Background: an optimization exercise with open tools, aiming at small area. Do not read the settings as production practice. Function was checked by simulation only, so behaviour that the tests miss may differ from the original. The clock port is modelled as an ideal driver, which makes a skipped or thinned clock tree look cheaper than it is; a real chip needs a root buffer or a tree. No activity file was given, so power comes from the tool's default toggle rates.

run A:
Design game, start of the top module:
module game(CLK, DEBUG, CHANGE, STOP, ENTER, RESET, LEDR, LEDG, HEX7, HEX6, HEX5, HEX4, HEX3, HEX2, HEX1, HEX0);
For scale: about 370 cells after synthesis, about 55 flip-flops, roughly 89 I/O pins, ~2700 um^2 of cells after synthesis.
clock: 10.0 ns
lec_check: 0
abc_area: 1
cap_margin: 20
core_margin: 2
core_utilization: 75
slew_margin: 20
standard.sh (not shown) runs the stock make flow with config.mk's settings and CLKGATE_MAP_FILE= SYNTH_SCRIPT=/design/flow/synth_recipe.tcl, a recipe that flattens the netlist after the stock synthesis.
==> flow/flow/run.sh <==
#!/bin/bash
# Standard ORFS flow with these changes:
# - synthesis without half/full-adder extraction, run once with each ABC
#   script in flow/abc_*.script; the script giving the smallest cell area is
#   used for the layout (every run has the same registers, only the
#   combinational mapping differs);
# - one shared tie cell per constant value (SKIP_REPAIR_TIE_FANOUT);
# - the smallest buffer (buf_1) for the port buffers;
# - a clock tree of one level of clock buffers (flow/cts.tcl) in place of
#   clock_tree_synthesis.
set -euo pipefail
HERE=$PWD
LIB="$FLOW_HOME/platforms/$FLOW_PLATFORM/lib/sky130_fd_sc_hd__tt_025C_1v80.lib"
RES="$HERE/orfs/results/$FLOW_PLATFORM/game/base"

prepare_scripts() {
  rm -rf "$HERE/myscripts"
  cp -r "$FLOW_HOME/scripts" "$HERE/myscripts"
  cp "$1" "$HERE/myscripts/abc_area.script"
  cp "$HERE/flow/cts.tcl" "$HERE/myscripts/cts.tcl"
}

best=""
best_area=""
for s in "$HERE"/flow/abc_*.script; do
  name=$(basename "$s" .script)
  prepare_scripts "$s"
  rm -rf "$HERE/orfs"
  bash standard.sh SCRIPTS_DIR="$HERE/myscripts" ADDER_MAP_FILE= synth > "$HERE/synth_$name.log" 2>&1 || continue
  a=$(python3 "$HERE/flow/area.py" "$LIB" "$RES/1_2_yosys.v")
  echo "$name $a" >> "$HERE/synth_areas.txt"
  if [[ -z "$best" ]] || python3 -c "import sys; sys.exit(0 if $a < $best_area else 1)"; then
    best=$s
    best_area=$a
  fi
done
echo "best: $best $best_area" >> "$HERE/synth_areas.txt"

prepare_scripts "$best"
rm -rf "$HERE/orfs"
bash standard.sh SCRIPTS_DIR="$HERE/myscripts" ADDER_MAP_FILE= synth > "$HERE/synth.log" 2>&1
bash standard.sh SCRIPTS_DIR="$HERE/myscripts" CLOCK_BUFFER=sky130_fd_sc_hd__clkbuf_16 CLOCK_GROUPS=2 SKIP_REPAIR_TIE_FANOUT=1 "BUFFER_PORTS_ARGS=-buffer_cell sky130_fd_sc_hd__buf_1" finish > "$HERE/layout.log" 2>&1
==> flow/flow/cts.tcl <==
utl::set_metrics_stage "cts__{}"
source $::env(SCRIPTS_DIR)/load.tcl
source $::env(SCRIPTS_DIR)/lec_check.tcl
erase_non_stage_variables cts
load_design 3_place.odb 3_place.sdc
source_step_tcl PRE CTS

# Clone clock tree inverters next to register loads
# so cts does not try to buffer the inverted clocks.
repair_clock_inverters

proc save_progress { stage } {
  puts "Run 'make gui_$stage.odb' to load progress snapshot"
  orfs_write_db $::env(RESULTS_DIR)/$stage.odb
  orfs_write_sdc $::env(RESULTS_DIR)/$stage.sdc
}

# Run CTS
set cts_args [list \
  -sink_clustering_enable \
  -repair_clock_nets]

append_env_var cts_args CTS_BUF_DISTANCE -distance_between_buffers 1
append_env_var cts_args CTS_CLUSTER_SIZE -sink_clustering_size 1
append_env_var cts_args CTS_CLUSTER_DIAMETER -sink_clustering_max_diameter 1
append_env_var cts_args CTS_BUF_LIST -buf_list 1
append_env_var cts_args CTS_LIB_NAME -library 1


if { [env_var_exists_and_non_empty CTS_ARGS] } {
  set cts_args $::env(CTS_ARGS)
}

set_dont_use $::env(DONT_USE_CELLS)

proc clock_buffers { cell k } {
  set block [ord::get_db_block]
  set clk_pin [lindex [[lindex [all_clocks] 0] sources] 0]
  set clk_net [[$block findBTerm [get_full_name $clk_pin]] getNet]
  set master [[ord::get_db] findMaster $cell]
  set sinks [$clk_net getITerms]
  set n [llength $sinks]
  set xs {}
  set ys {}
  foreach iterm $sinks {
    lassign [[$iterm getInst] getLocation] x y
    lappend xs $x
    lappend ys $y
  }
  # initial centres: sinks spread along the sorted x order
  set order [lsort -integer -indices $xs]
  set cx {}
  set cy {}
  for { set j 0 } { $j < $k } { incr j } {
    set i [lindex $order [expr { int(($j + 0.5) * $n / $k) }]]
    lappend cx [lindex $xs $i]
    lappend cy [lindex $ys $i]
  }
  for { set it 0 } { $it < 30 } { incr it } {
    set asg {}
    for { set i 0 } { $i < $n } { incr i } {
      set best 0
      set bd -1
      for { set j 0 } { $j < $k } { incr j } {
        set dx [expr { [lindex $xs $i] - [lindex $cx $j] }]
        set dy [expr { [lindex $ys $i] - [lindex $cy $j] }]
        set d [expr { abs($dx) + abs($dy) }]
        if { $bd < 0 || $d < $bd } {
          set bd $d
          set best $j
        }
      }
      lappend asg $best
    }
    for { set j 0 } { $j < $k } { incr j } {
      set sx 0
      set sy 0
      set c 0
      for { set i 0 } { $i < $n } { incr i } {
        if { [lindex $asg $i] == $j } {
          set sx [expr { $sx + [lindex $xs $i] }]
          set sy [expr { $sy + [lindex $ys $i] }]
          incr c
        }
      }
      if { $c > 0 } {
        lset cx $j [expr { $sx / $c }]
        lset cy $j [expr { $sy / $c }]
      }
    }
  }
  for { set j 0 } { $j < $k } { incr j } {
    set inst [odb::dbInst_create $block $master clkbuf_leaf_$j]
    set net [odb::dbNet_create $block clknet_leaf_$j]
    $net setSigType CLOCK
    set c 0
    for { set i 0 } { $i < $n } { incr i } {
      if { [lindex $asg $i] == $j } {
        set iterm [lindex $sinks $i]
        $iterm disconnect
        $iterm connect $net
        incr c
      }
    }
    [$inst findITerm A] connect $clk_net
    [$inst findITerm X] connect $net
    $inst setLocation [lindex $cx $j] [lindex $cy $j]
    $inst setPlacementStatus PLACED
    puts "clock buffer $j ($cell) drives $c clock pins"
  }
}
clock_buffers $::env(CLOCK_BUFFER) $::env(CLOCK_GROUPS)
set_propagated_clock [all_clocks]

utl::push_metrics_stage "cts__{}__pre_repair_timing"
log_cmd estimate_parasitics -placement
if { $::env(DETAILED_METRICS) } {
  report_metrics 4 "cts pre-repair-timing"
}
utl::pop_metrics_stage

set_placement_padding -global \
  -left $::env(CELL_PAD_IN_SITES_DETAIL_PLACEMENT) \
  -right $::env(CELL_PAD_IN_SITES_DETAIL_PLACEMENT)

set result [catch { detailed_placement } msg]
if { $result != 0 } {
  save_progress 4_1_error
  error "Detailed placement failed in CTS: $msg"
}

log_cmd estimate_parasitics -placement

if { $::env(CTS_SNAPSHOTS) } {
  save_progress 4_1_pre_repair_hold_setup
}

if { !$::env(SKIP_CTS_REPAIR_TIMING) } {
  if { $::env(EQUIVALENCE_CHECK) } {
    write_eqy_verilog 4_before_rsz.v
  }
  if { $::env(LEC_CHECK) } {
    write_lec_verilog 4_before_rsz_lec.v
  }

  repair_timing_helper

  if { $::env(EQUIVALENCE_CHECK) } {
    run_equivalence_test
  }
  if { $::env(LEC_CHECK) } {
    write_lec_verilog 4_after_rsz_lec.v
    run_lec_test 4_rsz 4_before_rsz_lec.v 4_after_rsz_lec.v
  }

  set result [catch { detailed_placement } msg]
  if { $result != 0 } {
    save_progress 4_1_error
    error "Detailed placement failed in CTS: $msg"
  }

  check_placement -verbose
}

report_metrics 4 "cts final"

source_step_tcl POST CTS

orfs_write_db $::env(RESULTS_DIR)/4_1_cts.odb
orfs_write_sdc $::env(RESULTS_DIR)/4_cts.sdc
Other scripts of this flow, unchanged in this note and not shown: flow/flow/abc_a3.script, flow/flow/abc_b2.script, flow/flow/abc_b5.script, flow/flow/abc_b6.script, flow/flow/abc_c1.script, flow/flow/abc_c4.script, flow/flow/abc_d2.script, flow/flow/abc_d3.script, flow/flow/abc_d5.script, flow/flow/abc_d6.script, flow/flow/area.py
#### Input delta (run B over run A)
- GPL_TIMING_DRIVEN: unset -> 0
-- flow/flow/run.sh --
<<< run A, line 7
# - one shared tie cell per constant value (SKIP_REPAIR_TIE_FANOUT);
# - the smallest buffer (buf_1) for the port buffers;
>>> run B, line 7
# - one shared tie cell per constant value (SKIP_REPAIR_TIE_FANOUT);
# - placement that is not timing-driven, with the synthesis buffers removed
#   before it (flow/pre_gpl.tcl);
# - the smallest buffer (buf_1) for the port buffers;
<<< run A, line 41
bash standard.sh SCRIPTS_DIR="$HERE/myscripts" ADDER_MAP_FILE= synth > "$HERE/synth.log" 2>&1
bash standard.sh SCRIPTS_DIR="$HERE/myscripts" CLOCK_BUFFER=sky130_fd_sc_hd__clkbuf_16 CLOCK_GROUPS=2 SKIP_REPAIR_TIE_FANOUT=1 "BUFFER_PORTS_ARGS=-buffer_cell sky130_fd_sc_hd__buf_1" finish > "$HERE/layout.log" 2>&1
>>> run B, line 43
bash standard.sh SCRIPTS_DIR="$HERE/myscripts" ADDER_MAP_FILE= synth > "$HERE/synth.log" 2>&1
bash standard.sh SCRIPTS_DIR="$HERE/myscripts" PRE_GLOBAL_PLACE_TCL="$HERE/flow/pre_gpl.tcl" CLOCK_BUFFER=sky130_fd_sc_hd__buf_12 CLOCK_GROUPS=2 SKIP_REPAIR_TIE_FANOUT=1 "BUFFER_PORTS_ARGS=-buffer_cell sky130_fd_sc_hd__buf_1" finish > "$HERE/layout.log" 2>&1
==> flow/flow/abc_e4.script (new file) <==
strash
dch -f
map -a
strash
dch -f
amap
strash
dch -f
map -a
strash
dch -f
amap
strash
dch -f
map -a
strash
dch -f
amap
strash
dch -f
map -a
strash
dch -f
amap
topo
==> flow/flow/pre_gpl.tcl (new file) <==
# Synthesis leaves buffers on nets that feed several ports; remove them
# before placement (the timing-driven placement, turned off here, does this
# otherwise).
remove_buffers
Results
Taking run B as 1.0, run A lands at 1.05 on number of non-filler instances in the completed layout. Relative to run A, share of total power in the clock network has decreased by 0.5 points in run B. Between run B and run A, the combinational share of power figures differ only marginally. In run B the period utilization turned out 13 points higher than in run A. Number of max-slew violations in the final report delta (run A -> run B): insignificant. Run B: number of standard cells after synthesis is 5.7% lower than what run A reported. The global router's overall resource usage reported for run B is smaller than that of run A by 0.19 points. The synthesized area per cell of run B is higher than that of run A. Run B vs run A: fill cell instance count of the final layout up in run B. Re width of the die: run B is 0.31% down on run A. Met2 routed wirelength: run B < run A.
Changes in run C relative to run B:
- removing GPL_TIMING_DRIVEN (formerly 0)
-- flow/flow/run.sh --
<<< run B, line 7
# - one shared tie cell per constant value (SKIP_REPAIR_TIE_FANOUT);
# - placement that is not timing-driven, with the synthesis buffers removed
#   before it (flow/pre_gpl.tcl);
# - the smallest buffer (buf_1) for the port buffers;
>>> run C, line 7
# - one shared tie cell per constant value (SKIP_REPAIR_TIE_FANOUT);
# - the smallest buffer (buf_1) for the port buffers;
<<< run B, line 43
bash standard.sh SCRIPTS_DIR="$HERE/myscripts" ADDER_MAP_FILE= synth > "$HERE/synth.log" 2>&1
bash standard.sh SCRIPTS_DIR="$HERE/myscripts" PRE_GLOBAL_PLACE_TCL="$HERE/flow/pre_gpl.tcl" CLOCK_BUFFER=sky130_fd_sc_hd__buf_12 CLOCK_GROUPS=2 SKIP_REPAIR_TIE_FANOUT=1 "BUFFER_PORTS_ARGS=-buffer_cell sky130_fd_sc_hd__buf_1" finish > "$HERE/layout.log" 2>&1
>>> run C, line 41
bash standard.sh SCRIPTS_DIR="$HERE/myscripts" ADDER_MAP_FILE= synth > "$HERE/synth.log" 2>&1
bash standard.sh SCRIPTS_DIR="$HERE/myscripts" CLOCK_BUFFER=sky130_fd_sc_hd__buf_12 CLOCK_GROUPS=2 SKIP_REPAIR_TIE_FANOUT=1 "BUFFER_PORTS_ARGS=-buffer_cell sky130_fd_sc_hd__buf_1" finish > "$HERE/layout.log" 2>&1
removed: flow/flow/pre_gpl.tcl
Findings:
- Run C gives more total vias in the final route than run B did.
- Sort run C and run B by global-route wire length before repair, ascending, and run C comes first.
- As far as final HPWL from detailed placement is concerned, run C and run B perform about the same.
What run D does differently from run C at the input level:
- CAP_MARGIN now 0, was 20
- SLEW_MARGIN now 0, was 20
[summary]
Run D has completed all stages; timing, DRC and antenna checks passed. As far as utilization goes, run D and run C are indistinguishable; the numbers are identical. ~same insertion delay of the later-clocked pin in the worst-skew pair in run C and run D. From run C to run D the numbers moved as follows: arrival time of data at the critical path endpoint barely changed, clock transition at the registers of the reported paths barely changed.
In every run of this note, the design's own scripts or RTL, not TritonCTS, make the clock network.

-- port drivers added, routing unchanged --
The results above use ideal ports. As a check the final layouts listed here were re-extracted and re-timed, cells and wires unchanged. Step 1: set_driving_cell puts a clkbuf_16 on CLK and a buf_2 on each other input, an assumption about the parent block. Step 2 also shifts input and output timing later by t, the mid clock arrival at the registers, as if the neighbouring blocks saw the same clock. a / b / c = ideal / step 1 / step 2; a / b = the first two.
run	shift t [ns]	setup slack, ns	worst slew at a driven data input, ns
run A	0.202	6.370 / 6.390 / 6.190	0.03
run B	0.184	5.078 / 5.079 / 5.079	0.04
run C	0.179	5.713 / 5.723 / 5.543	0.03
run D	0.179	5.713 / 5.723 / 5.543	0.03
After both steps setup and hold are still met in every run listed. For run A, which loses most, drivers alone change the setup slack by +0.020 ns; drivers and shift together by -0.180 ns.
